Background: an optimization exercise with open tools, aiming at small area. Do not read the settings as production practice. Function was checked by simulation only, so behaviour that the tests miss may differ from the original. No activity file was given, so power comes from the tool's default toggle rates.

## design/flow/constraint.sdc

```tcl
create_clock -name core_clock -period 10.0 [get_ports {clock}]
set_input_delay 2.0000 -clock core_clock [delete_from_list [all_inputs] [get_ports {clock}]]
set_output_delay 2.0000 -clock core_clock [all_outputs]
set_load 0.01 [all_outputs]
```

## design/flow/run.sh

```bash
#!/bin/bash
# synth_recipe.tcl (not shown) runs the flow's synth.tcl, then flattens the netlist and writes it again
# the make line also repeats each setting of config.mk as NAME=value (left out here)
make -C /OpenROAD-flow-scripts/flow DESIGN_CONFIG=/design/flow/config.mk WORK_HOME=/design/flow/orfs CLKGATE_MAP_FILE= SYNTH_SCRIPT=/design/flow/synth_recipe.tcl finish
```

## design/flow/design.v

```verilog
module core
(
    input               clock,
    input               reset_n,
    input               ce,
    output      [15:0]  address,
    input       [ 7:0]  in,
    output reg  [ 7:0]  out,
    output              rd,
    output              we
);
localparam [4:0]
    LDC  = 5'd0,  ZP   = 5'd1,  AB1  = 5'd2,  ABZ  = 5'd3,
    IX1  = 5'd4,  IX2  = 5'd5,  IX3  = 5'd6,  RUN  = 5'd7,
    BRA  = 5'd8,  JP1  = 5'd9,  JP2  = 5'd10, TRM  = 5'd11,
    POP  = 5'd12, JND0 = 5'd13, JND1 = 5'd14, RUNM = 5'd15,
    PCL  = 5'd16, JSR0 = 5'd17, JSR1 = 5'd18, JSR2 = 5'd19,
    JSR3 = 5'd20, PCH  = 5'd21, RTS1 = 5'd22, BRK0 = 5'd23,
    BRK1 = 5'd24, BRK2 = 5'd25, BRK3 = 5'd26, RST3 = 5'd27,
    RTI0 = 5'd29;
localparam [3:0]
    ORA = 0,    AND = 1,    EOR = 2,    ADC = 3,
    STA = 4,    LDA = 5,    CMP = 6,    SBC = 7,
    ASL = 8,    ROL = 9,    LSR = 10,   ROR = 11,
    BIT = 13,   DEC = 14,   INC = 15;
reg [7:0]  a, x, y, s;
reg        fn, fv, f5, fd, fi, fz, fc;
wire [7:0] p = {fn, fv, f5, 1'b0, fd, fi, fz, fc};
reg        cp;
reg [4:0]  t;
reg [15:0] ab, pc;
reg [7:0]  op, w;
assign address = cp ? ab : pc;
wire [19:0] ctl;
assign ctl[0] = (~op[7] & op[2] & op[1] & ~op[0]) | (op[6] & op[2] & op[1] & ~op[0]);
assign ctl[1] = (op[7] & ~op[6] & ~op[5] & ~op[1] & op[0]) | (~op[7] & op[2] & op[1] & ~op[0]) | (op[6] & op[2] & op[1] & ~op[0]) | (op[7] & ~op[6] & ~op[5] & op[2] & ~op[0]);
assign ctl[2] = (op[6] & op[5] & ~op[1] & op[0]);
assign ctl[3] = (op[7] & op[6] & op[5] & ~op[1] & op[0]) | (~op[7] & ~op[6] & op[5] & ~op[4] & op[2] & ~op[1] & ~op[0]);
assign ctl[4] = (op[7] & op[6] & ~op[4] & ~op[3] & ~op[1]) | (~op[7] & op[6] & op[2] & op[1] & ~op[0]) | (op[7] & op[6] & ~op[1] & op[0]) | (op[6] & op[5] & ~op[1] & op[0]) | (~op[7] & op[6] & ~op[4] & op[3] & op[1] & ~op[0]) | (op[7] & op[6] & op[2] & ~op[1]);
assign ctl[5] = (~op[7] & op[2] & op[1] & ~op[0]) | (~op[7] & ~op[4] & op[3] & op[1] & ~op[0]);
assign ctl[6] = (~op[7] & ~op[1] & ~op[0]);
assign ctl[7] = (~op[7] & ~op[1] & op[0]) | (~op[7] & op[2] & op[1] & ~op[0]) | (op[7] & ~op[6] & ~op[5] & op[3] & ~op[2] & ~op[1] & ~op[0]) | (op[7] & ~op[6] & op[5] & ~op[4] & ~op[0]) | (op[5] & ~op[1] & op[0]) | (op[7] & op[6] & ~op[4] & ~op[1]) | (op[6] & ~op[1] & op[0]) | (~op[7] & ~op[4] & op[3] & op[1] & ~op[0]) | (op[7] & op[6] & op[2] & ~op[0]) | (op[7] & op[5] & op[2] & ~op[0]) | (~op[6] & op[5] & ~op[4] & op[2] & ~op[0]) | (~op[5] & ~op[4] & op[3] & ~op[2] & op[1] & ~op[0]);
assign ctl[8] = (op[7] & ~op[6] & op[5] & ~op[4] & ~op[1] & ~op[0]) | (op[7] & ~op[6] & op[5] & op[2] & ~op[1] & ~op[0]) | (op[7] & ~op[5] & ~op[4] & op[3] & ~op[2] & ~op[1] & ~op[0]);
assign ctl[9] = (op[7] & ~op[6] & op[5] & ~op[4] & op[1] & ~op[0]) | (op[7] & op[6] & op[5] & ~op[4] & op[3] & ~op[2] & ~op[1] & ~op[0]) | (op[7] & op[6] & ~op[5] & ~op[4] & op[3] & ~op[2] & op[1] & ~op[0]) | (op[7] & ~op[6] & op[5] & op[2] & op[1] & ~op[0]);
assign ctl[10] = (~op[7] & ~op[1] & op[0]) | (~op[6] & ~op[5] & ~op[4] & op[3] & ~op[2] & op[1] & ~op[0]) | (op[7] & ~op[6] & ~op[5] & op[4] & op[3] & ~op[2] & ~op[1] & ~op[0]) | (op[5] & ~op[1] & op[0]) | (op[6] & ~op[1] & op[0]) | (~op[7] & ~op[4] & op[3] & ~op[2] & op[1] & ~op[0]);
assign ctl[11] = (~op[7] & op[6] & ~op[5]) | (~op[7] & ~op[6] & op[5] & ~op[1]) | (~op[7] & op[6] & op[1]);
assign ctl[12] = (~op[7] & ~op[5] & ~op[1]);
assign ctl[13] = (~op[7] & op[1]);
assign ctl[14] = (op[6] & ~op[5] & ~op[1]) | (op[7] & op[6] & op[5] & ~op[0]);
assign ctl[15] = (op[6] & op[5] & op[0]) | (~op[7] & op[5]);
assign ctl[16] = (~op[6] & ~op[5] & ~op[4] & ~op[1]) | (~op[7]) | (op[6] & ~op[5] & op[1]);
assign ctl[17] = (op[7] & op[6] & op[0]) | (~op[5] & op[2] & ~op[0]) | (op[6] & op[2] & ~op[1] & ~op[0]) | (op[6] & ~op[3] & ~op[1] & ~op[0]) | (op[6] & ~op[2] & op[1]) | (op[7] & ~op[6] & ~op[5] & ~op[4] & ~op[1]);
assign ctl[18] = (op[7] & ~op[5] & op[1]) | (op[7] & ~op[6] & op[0]) | (op[2] & op[1]) | (op[7] & op[5] & op[2] & ~op[0]) | (op[5] & ~op[3] & ~op[2] & ~op[0]) | (op[7] & op[6] & op[5] & ~op[0]);
assign ctl[19] = (op[7] & ~op[6] & op[0]) | (op[7] & ~op[6] & op[2]) | (op[2] & op[1]) | (~op[5] & ~op[1] & ~op[0]) | (op[7] & ~op[6] & ~op[3]);
wire [1:0] r_asel = ctl[19:18];
wire [1:0] r_bsel = ctl[17:16];
wire [1:0] r_csel = ctl[15:14];
wire [2:0] r_rsel = ctl[13:11];
wire       r_wa   = ctl[10];
wire       r_wx   = ctl[9];
wire       r_wy   = ctl[8];
wire       r_fnz  = ctl[7];
wire       r_nbit = ctl[6];
wire [1:0] r_cm   = ctl[5:4];
wire [1:0] r_vm   = ctl[3:2];
wire       r_st   = ctl[1];
wire       r_rmw  = ctl[0];
wire [2:0] osel;
assign osel[0] = (op[7] & ~op[6] & ~op[3] & op[1]) | (op[7] & ~op[6] & ~op[4] & op[1]) | (~op[7] & ~op[6] & ~op[1]);
assign osel[1] = (~op[3] & ~op[1] & ~op[0]) | (~op[6] & ~op[4] & ~op[1] & ~op[0]);
assign osel[2] = (op[6] & op[2]) | (~op[7] & op[2]);
reg imm;
always @* begin
    casex (op)
    8'bxxx_010_x1, 8'b1xx_000_x0: imm = 1'b1;
    default: imm = 1'b0;
    endcase
end
wire idx_y = (op[4:2] == 3'b110) | (op[4] & op[2] & op[7] & ~op[6] & op[1]);
wire idx_x = (op[4:2] == 3'b000) | (op[4] & op[2] & ~(op[7] & ~op[6] & op[1]));
reg [4:0] tn;
always @* begin
    casex (in)
    8'b000_000_00: tn = BRK0;
    8'b010_000_00: tn = RTI0;
    8'b010_011_00: tn = JP1;
    8'b011_011_00: tn = JND0;
    8'b001_000_00: tn = JSR0;
    8'b011_000_00: tn = PCL;
    8'bxxx_000_x1: tn = IX1;
    8'bxxx_010_x1,
    8'b1xx_000_x0: tn = RUN;
    8'bxxx_100_x1: tn = IX1;
    8'bxxx_110_x1: tn = AB1;
    8'bxxx_001_xx: tn = ZP;
    8'bxxx_011_xx: tn = AB1;
    8'bxxx_101_xx: tn = ZP;
    8'bxxx_111_xx: tn = AB1;
    8'bxxx_100_00: tn = BRA;
    default:       tn = RUN;
    endcase
    casex (in)
    8'b0xx_110_00,
    8'b101_110_00,
    8'b11x_110_00,
    8'b111_010_10,
    8'b10x_110_10: tn = LDC;
    8'b0x0_010_00: tn = TRM;
    8'b0x1_010_00: tn = POP;
    endcase
end
wire l_push = (in[7] == 1'b0) && (in[5:0] == 6'b001000);    
wire l_pull = (in[7] == 1'b0) && (in[5:0] == 6'b101000);    
wire l_rtx  = (in[7:6] == 2'b01) && (in[4:0] == 5'b00000);  
wire l_txs  = (in == 8'h9A);
wire l_tsx  = (in == 8'hBA);
wire l_brk  = (in == 8'h00);
wire st_run  = (t == RUN) | (t == RUNM);
wire st_ain  = (t == ZP) | (t == AB1) | (t == IX1) | (t == ABZ) | (t == JND0);
wire st_inc  = (t == IX2) | (t == PCL) | (t == RTI0);
wire st_dec  = (t == JSR2) | (t == JSR3) | (t == BRK1) | (t == BRK2) | (t == BRK3);
wire st_idx  = (t == ZP) | (t == AB1) | (t == IX1);
wire st_ldc  = (t == LDC);
wire sa_a  = st_run & (r_asel == 2'd0);
wire sa_x  = (st_run & (r_asel == 2'd1)) | (st_ldc & l_txs);
wire sa_y  = st_run & (r_asel == 2'd2);
wire sa_in = (st_run & (r_asel == 2'd3)) | st_ain;
wire sa_s  = st_ldc & ~l_txs;
wire sa_ab = st_inc | st_dec;
wire [7:0] ad_a = ({8{sa_a}} & a) | ({8{sa_x}} & x) | ({8{sa_y}} & y) |
                  ({8{sa_in}} & in) | ({8{sa_s}} & s) | ({8{sa_ab}} & ab[7:0]);
wire sb_in  = st_run & (r_bsel == 2'd1);
wire sb_nin = st_run & (r_bsel == 2'd2);
wire sb_ff  = (st_run & (r_bsel == 2'd3)) | st_dec | (st_ldc & l_push);
wire sb_x   = st_idx & idx_x;
wire sb_y   = st_idx & idx_y;
wire [7:0] ad_b = ({8{sb_in}} & in) | ({8{sb_nin}} & ~in) | {8{sb_ff}} |
                  ({8{sb_x}} & x) | ({8{sb_y}} & y);
wire ad_c = (st_run & ((r_csel == 2'd1) | ((r_csel == 2'd2) & fc))) |
            (st_ldc & ~(l_push | l_txs | l_tsx)) |
            ((t == ABZ) & ab[8]) | st_inc;
wire [8:0] ad_cy;
assign ad_cy[0] = ad_c;
genvar gi;
generate for (gi = 0; gi < 8; gi = gi + 1) begin : g_add
    assign ad_cy[gi+1] = (ad_a[gi] & ad_b[gi]) | (ad_cy[gi] & (ad_a[gi] ^ ad_b[gi]));
end endgenerate
wire [8:0] sum = {ad_cy[8], ad_a ^ ad_b ^ ad_cy[7:0]};
reg [7:0] R;
always @* begin
    case (st_run ? r_rsel : 3'd0)
    3'd1:    R = ad_a & ad_b;
    3'd2:    R = ad_a | ad_b;
    3'd3:    R = ad_a ^ ad_b;
    3'd4:    R = {ad_a[6:0], ad_c};
    3'd5:    R = {ad_c, ad_a[7:1]};
    default: R = sum[7:0];
    endcase
end
wire zero = ~|R;
wire ovf  = ~(ad_a[7] ^ ad_b[7]) & (ad_a[7] ^ sum[7] ^ r_vm[1]);
wire [3:0] bra = {fz, fc, fv, fn};
wire taken = bra[op[7:6]] == op[5];
wire br    = (t == BRA) && taken;
wire [7:0]  pc_ah = (t == RTS1) ? in : pc[15:8];
wire [15:0] pc_b  = br ? {{8{in[7]}}, in} : {15'b0, (t == LDC) && l_brk};
wire [15:0] pc_a = {pc_ah, pc[7:0]};
wire [16:0] pc_cy;
assign pc_cy[0] = 1'b1;
generate for (gi = 0; gi < 16; gi = gi + 1) begin : g_pc
    assign pc_cy[gi+1] = (pc_a[gi] & pc_b[gi]) | (pc_cy[gi] & (pc_a[gi] ^ pc_b[gi]));
end endgenerate
wire [15:0] pc_inc = pc_a ^ pc_b ^ pc_cy[15:0];
assign we = (t == TRM) | (t == JSR2) | (t == JSR3) | (t == BRK1) | (t == BRK2) | (t == BRK3);
assign rd = (t == RUNM);
always @* begin
    case (t)
    JSR2, BRK1: out = pc[15:8];
    JSR3, BRK2: out = pc[7:0];
    BRK3:       out = p | 8'h10;
    default:
        case (osel)
        3'd0:    out = a;
        3'd1:    out = x;
        3'd2:    out = y;
        3'd3:    out = p | 8'h30;
        default: out = w;
        endcase
    endcase
end
always @(posedge clock)
if (reset_n == 1'b0) begin
    {fn, fv, f5, fd, fi, fz, fc} <= 7'b0110001;
    cp  <= 1'b0;
    pc  <= 16'h0000;
    a   <= 8'h80;
    x   <= 8'hFE;
    y   <= 8'hDA;
    s   <= 8'h00;
    t   <= RST3;
    op[6:5] <= 2'b00;
end
else if (ce) begin
    case (t)
    LDC: begin
        pc <= pc_inc;
        op <= in;
        t  <= tn;
        casex (in)
        8'b00x_110_00: fc <= in[5];
        8'b01x_110_00: fi <= in[5];
        8'b101_110_00: fv <= 1'b0;
        8'b11x_110_00: fd <= in[5];
        endcase
        if (l_txs) s <= sum[7:0];
        if (l_tsx) begin x <= R; fn <= R[7]; fz <= zero; end
        if (l_push) begin
            cp  <= 1'b1;
            ab  <= {8'h01, s};
            s   <= sum[7:0];
        end
        if (l_pull) begin
            cp <= 1'b1;
            ab <= {8'h01, sum[7:0]};
            s  <= sum[7:0];
        end
        if (l_rtx) begin
            cp <= 1'b1;
            ab <= {8'h01, sum[7:0]};
        end
    end
    ZP:  begin t <= RUNM; ab <= {8'h00, sum[7:0]}; cp <= 1'b1; pc <= pc_inc; end
    AB1: begin t <= ABZ;  ab <= {7'h00, sum};                  pc <= pc_inc; end
    ABZ: begin t <= RUNM; ab[15:8] <= sum[7:0];    cp <= 1'b1; pc <= pc_inc; end
    IX1: begin t <= IX2;  ab <= {8'h00, sum[7:0]}; cp <= 1'b1; pc <= pc_inc; end
    IX2: begin t <= IX3;  w <= in; ab[7:0] <= sum[7:0]; end
    IX3: begin t <= RUNM; ab <= {in, w}; end
    BRA: begin t <= LDC; pc <= pc_inc; end
    JP1: begin t <= JP2; pc <= pc_inc; w <= in; end
    JP2: begin t <= LDC; pc <= {in, w}; end
    JND0: begin t <= JND1; ab[7:0]  <= sum[7:0]; pc <= pc_inc; end
    JND1: begin t <= PCL;  ab[15:8] <= in; pc <= pc_inc; cp <= 1'b1; end
    PCL: begin
        t <= (op[5] & ~op[3]) ? RTS1 : PCH;
        pc[7:0] <= in;
        ab[7:0] <= sum[7:0];
        if (op[6] & ~op[3]) s <= sum[7:0];
    end
    PCH: begin t <= LDC; pc[15:8] <= in; cp <= 1'b0; end
    POP: begin
        t  <= LDC;
        cp <= 1'b0;
        if (op[6]) a <= in;
        else {fn, fv, f5, fd, fi, fz, fc} <= {in[7:5], in[3:0]};
    end
    JSR0: begin t <= JSR1; w <= in; pc <= pc_inc; end
    JSR1: begin t <= JSR2; ab <= {8'h01, s}; op <= in; cp <= 1'b1; end
    JSR2: begin t <= JSR3; ab[7:0] <= sum[7:0]; end
    JSR3: begin t <= LDC;  cp <= 1'b0; s <= sum[7:0]; pc <= {op, w}; end
    RTS1: begin t <= LDC;  pc <= pc_inc; end
    BRK0: begin t <= BRK1; ab <= {8'h01, s}; cp <= 1'b1; end
    BRK1: begin t <= BRK2; ab[7:0] <= sum[7:0]; end
    BRK2: begin t <= BRK3; ab[7:0] <= sum[7:0]; end
    BRK3: begin t <= PCL;  ab <= 16'hFFFE; cp <= 1'b1; s <= sum[7:0]; fi <= 1'b1; end
    RST3: begin t <= PCL;  ab <= 16'hFFF8; cp <= 1'b1; end
    RTI0: begin t <= PCL; {fn, fv, f5, fd, fi, fz, fc} <= {in[7:5], in[3:0]}; ab[7:0] <= sum[7:0]; end
    RUN, RUNM: begin
        cp <= 1'b0;
        t  <= LDC;
        if (imm) pc <= pc_inc;
        if (r_st) begin t <= TRM; cp <= 1'b1; end
        if (r_rmw) w <= R;
        if (r_wa) a <= R;
        if (r_wx) x <= R;
        if (r_wy) y <= R;
        if (r_fnz) begin
            fn <= r_nbit ? in[7] : R[7];
            fz <= zero;
        end
        case (r_cm)
        2'd1: fc <= sum[8];
        2'd2: fc <= ad_a[7];
        2'd3: fc <= ad_a[0];
        default: ;
        endcase
        case (r_vm)
        2'd1, 2'd3: fv <= ovf;
        2'd2: fv <= in[6];
        default: ;
        endcase
    end
    TRM: begin t <= LDC; cp <= 1'b0; end
    default: ;
    endcase
end
endmodule
```

## design/flow/config.mk

```make
export PLATFORM = sky130hd
export DESIGN_NAME = core
export DESIGN_NICKNAME = core
export VERILOG_FILES = /design/flow/design.v
export SDC_FILE = /design/flow/constraint.sdc
export NUM_CORES = 4
export LEC_CHECK = 0
export ABC_AREA = 1
export CAP_MARGIN = 20
export CORE_MARGIN = 2
export CORE_UTILIZATION = 60
export SLEW_MARGIN = 20
```

==> run summary <==
# TYPE chip_impl_metric gauge
chip_impl_metric{name="seq_power_share",unit=""} 0.230
chip_impl_metric{name="timing_max_transition_violations_final",unit=""} 0
chip_impl_metric{name="clock-sinks",unit=""} 93
chip_impl_metric{name="net_total_in_the_final_layout",unit=""} 1378
chip_impl_info{name="hold_path.startpoint",value="s[6]"} 1
chip_impl_metric{name="antenna_left",unit=""} 0
chip_impl_metric{name="clk_lat_worst_skew",unit="ps"} 370
chip_impl_info{name="crit_path_top_delay_cell",value="fa_1"} 1
chip_impl_metric{name="dieArea",unit="um2"} 15200
chip_impl_metric{name="synth_top_area_share",unit=""} 0.148
chip_impl_metric{name="worst_slew_pin_slew",unit="ps"} 1110
chip_impl_metric{name="synth.lib_cells_used.distinct",unit=""} 57
chip_impl_info{name="min_path_type",value="flip-flop to flip-flop"} 1
chip_impl_metric{name="area_growth",unit="%"} 8.40
chip_impl_metric{name="syn-mean-instance-area",unit="um2"} 6.50
chip_impl_metric{name="fill_cells",unit=""} 1325
chip_impl_metric{name="postSynthCellCount",unit=""} 1315
chip_impl_metric{name="mappedNetlistArea",unit="um2"} 8550
chip_impl_info{name="synth_top_flop_cell",value="dfxtp_1"} 1
chip_impl_metric{name="clock-skew-final",unit="ps"} 10.1
chip_impl_metric{name="floorplan.core_area",unit="um2"} 13900
chip_impl_metric{name="detailed_place_hpwl",unit="um"} 24300
chip_impl_metric{name="total_of_hold_buffers_inserted_after_clock_tree_synthesis",unit=""} 0
chip_impl_metric{name="timing_hold_violations_final",unit=""} 0
chip_impl_metric{name="chipWidth",unit="um"} 123
chip_impl_metric{name="synth_fp_nets",unit=""} 1367
chip_impl_metric{name="numPortBuffers",unit=""} 36
chip_impl_metric{name="crit_fanout",unit=""} 4
chip_impl_metric{name="detailedRoute.firstIterationViolations",unit=""} 1652
chip_impl_metric{name="reported_leakage_power",unit="nW"} 4.11
chip_impl_info{name="synthDominantAreaCellType",value="dfxtp_1"} 1
chip_impl_metric{name="crit_path_max_incr_delay",unit="ps"} 540
chip_impl_metric{name="timing.max_slew.rel_slack",unit=""} 0.260
chip_impl_metric{name="cts_buf_count",unit=""} 9
chip_impl_metric{name="wire_length_of_the_first_global_routing_pass",unit="um"} 48400
chip_impl_metric{name="post_cts_buffers",unit=""} 0
chip_impl_metric{name="internal-power",unit="W"} 0.00122
chip_impl_metric{name="fin_crit",unit="ps"} 9020
chip_impl_metric{name="vias_per_instance",unit=""} 6.41
chip_impl_metric{name="timing.max_cap.violations",unit=""} 0
chip_impl_metric{name="detail_route.wirelength",unit="um"} 32000
chip_impl_metric{name="grt_pass1_vias",unit=""} 8550
chip_impl_metric{name="finalCritPeriodShare",unit=""} 0.902
chip_impl_metric{name="combPwrFrac",unit=""} 0.631
chip_impl_metric{name="via_count",unit=""} 9689
chip_impl_info{name="end_kind",value="flip-flop"} 1
chip_impl_metric{name="finalSetupViolCount",unit=""} 0
chip_impl_metric{name="synth_async_sr_flop_share",unit=""} 0
chip_impl_metric{name="antenna_found_initial",unit=""} 0
chip_impl_metric{name="worst_ep_required_time",unit="ps"} 10250
chip_impl_metric{name="height_of_the_die",unit="um"} 123
chip_impl_info{name="setup.worst_path.start_class",value="input pin"} 1
chip_impl_metric{name="floorplan.initialDensity",unit=""} 0.616
chip_impl_metric{name="yosysWarnings",unit=""} 1
chip_impl_metric{name="drt-wirelength-per-cell",unit="um"} 21.1
chip_impl_metric{name="post_route_cells_drive_above_1_share",unit=""} 0.0639
chip_impl_metric{name="grt_start_max_net_pins",unit=""} 36
chip_impl_metric{name="synth-edff-count",unit=""} 30
chip_impl_metric{name="gp_congestion",unit=""} 1.08
chip_impl_info{name="synthTopCellsByArea",value="dfxtp_1, nand2_1, edfxtp_1"} 1
chip_impl_metric{name="placement_rows",unit=""} 43
chip_impl_info{name="r2r-start",value="op[7]"} 1
chip_impl_metric{name="drt_first_pass_iters",unit=""} 7
chip_impl_metric{name="power.share.clock",unit=""} 0.140
chip_impl_metric{name="critical_path_arrival",unit="ps"} 9260
chip_impl_metric{name="total_number_of_h_tree_levels",unit=""} 3
chip_impl_metric{name="vdd_ir_drop_max",unit="V"} 0.000313
chip_impl_info{name="worst_setup_path_startpoint",value="in[1]"} 1
chip_impl_metric{name="totalPowerFinal",unit="W"} 0.00254
chip_impl_metric{name="io_pins",unit=""} 37
chip_impl_metric{name="p_sw",unit="W"} 0.00132
chip_impl_metric{name="totalNegativeSetupSlack",unit="ps"} 0
chip_impl_metric{name="cts-resized-gates",unit=""} 0
chip_impl_metric{name="utilization",unit=""} 0.668
chip_impl_info{name="outcome",value="no timing/DRC/antenna violations"} 1
chip_impl_info{name="cpMostUsedCell",value="fa_1"} 1
chip_impl_info{name="setup_repair_after_global_routing_missed_its_margin",value="no"} 1
chip_impl_metric{name="n_antenna_cell",unit=""} 0
chip_impl_metric{name="gr-total-overflow",unit=""} 0
chip_impl_info{name="criticalPathCategory",value="input pin to flip-flop"} 1
chip_impl_metric{name="yosys_register_bits",unit=""} 93
chip_impl_info{name="cts_tree",value="yes"} 1
chip_impl_metric{name="clk_pin_slew",unit="ps"} 70
chip_impl_metric{name="power_density",unit="nW/um2"} 274
chip_impl_metric{name="clock_tree_buffer_depth",unit=""} 2
chip_impl_metric{name="seq_area_frac_synth",unit=""} 0.253
chip_impl_metric{name="max_freq",unit="MHz"} 111
chip_impl_metric{name="power.share.switching",unit=""} 0.520
chip_impl_info{name="cts_root_buf",value="clkbuf_16"} 1
chip_impl_metric{name="total_global_route_track_usage",unit=""} 0.428
chip_impl_metric{name="detail_route.drc_violations",unit=""} 0
synthesized netlist by cell type (11+ instances only):
| master | instances |
|---|---|
| nand2_1 | 296 |
| inv_1 | 187 |
| o21ai_0 | 130 |
| nor2_1 | 119 |
| nand3_1 | 81 |
| a21oi_1 | 78 |
| dfxtp_1 | 63 |
| nor3_1 | 33 |
| edfxtp_1 | 30 |
| clkbuf_1 | 27 |
| fa_1 | 22 |
| ha_1 | 19 |
| o22ai_1 | 17 |
| a211oi_1 | 15 |
| a22oi_1 | 14 |
| nand4_1 | 14 |
| nand2_2 | 13 |
| buf_2 | 11 |
| o221ai_1 | 11 |
sequential cells by signal (all words and copies together) (netlist names), 5 cells and up:
register / flops
x: 8
w: 8
ab: 16
t: 5
pc: 16
s: 8
y: 8
op: 8
a: 8
power by group through the flow:
| stage | clock network, W | registers [W] | logic (W) |
|---|---|---|---|
| final | 0.000355 | 0.000583 | 0.00160 |
| after global routing | 0.000368 | 0.000592 | 0.00174 |
| after CTS | 0.000353 | 0.000579 | 0.00155 |
| after detailed placement | 0 | 0.000586 | 0.00154 |
| after global placement | 0 | 0.000585 | 0.00153 |
| after floorplan | 0 | 0.000533 | 0.00106 |
path summary, 6_finish.rpt:
check / end / slack, ps / cells after the start
worst min register to register: s[6] / 480 / 2
worst max register to register: pc[14] / 2340 / 30
worst max-delay path: pc[14] / 980 / 31
worst min-delay path: s[6] / 480 / 2
stage by stage:
step / setup WS, ps / cells / instance area [um2] / hold WS, ps
floorplan: 1810 / 1315 / 8550 / 437
global placement: 919 / 1495 / 8970 / 462
detailed placement: 752 / 1495 / 8970 / 474
CTS: 1070 / 1511 / 9270 / 484
global route: 523 / 1511 / 9270 / 520
finish: 984 / 1511 / 9270 / 482
per-layer routing:
layer	share of wire	wire, um	GRT usage
met2	0.41	13200	0.624
met3	0.15	4880	0.131
met5	0	0	0
met1	0.39	12400	0.583
met4	0.049	1560	0.190
worst max-delay path: cells and delay by family:
family | cells | cell delay [ps]
simple gates | 5 | 1070
fa+ha+maj | 15 | 4790
buf+inv | 7 | 980
compound gates | 4 | 450
cell usage in the layout (no fill, tap or decap), types with 19 or more instances in the layout:
cell type and instances:
edfxtp_1 30, ha_1 19, fa_1 22, clkdlybuf4s50_1 36, a21oi_1 78, nor3_1 33, nand2_1 296, dfxtp_1 63
inv_1 187, nand3_1 81, nor2_1 119, o21ai_0 130
final cells by class:
type                       instances  area [um2]  share of cell area
inverter                         203         764              0.0825
tap                              180         225              0.0243
timing repair buffer              50         465              0.0502
sequential                        93        2160               0.233
multi-input combinational        969        5360               0.578
clock buffer                      11         254              0.0274
clock inverter                     5        38.8             0.00419
cells by family after synthesis:
logic type / after synthesis / synth area share
compound gates: 341 / 0.243
xor+xnor: 2 / 0.00205
fa+ha+maj: 41 / 0.0793
buf+inv: 253 / 0.120
flops: 93 / 0.253
mux: 6 / 0.00790
simple gates: 579 / 0.295

port drivers added, routing unchanged:
No port has a modelled driver above. Below, the same layout with a new extraction and two added sets of constraints.
Step 1 (the two cells are an assumption about what drives the block):
set clk [get_ports {clock}]
set_driving_cell -lib_cell sky130_fd_sc_hd__clkbuf_16 $clk
set_driving_cell -lib_cell sky130_fd_sc_hd__buf_2 [delete_from_list [all_inputs] $clk]
Step 2 times the ports against the registers' clock, not the clock port: input delays grow and output delays shrink by t, the midpoint of the rising clock arrivals with the driver on.
Three values: ideal ports, drivers, drivers and shift; two values: the first two.
t, ns: 0.409
setup slack, ns: 0.984 / 1.012 / 0.603
clock arrival spread, ns: 0.010 / 0.010
cell pins on the clock port's net: 1
After both steps setup and hold are still met in this run. For this run, drivers alone change the setup slack by +0.028 ns; drivers and shift together by -0.381 ns.
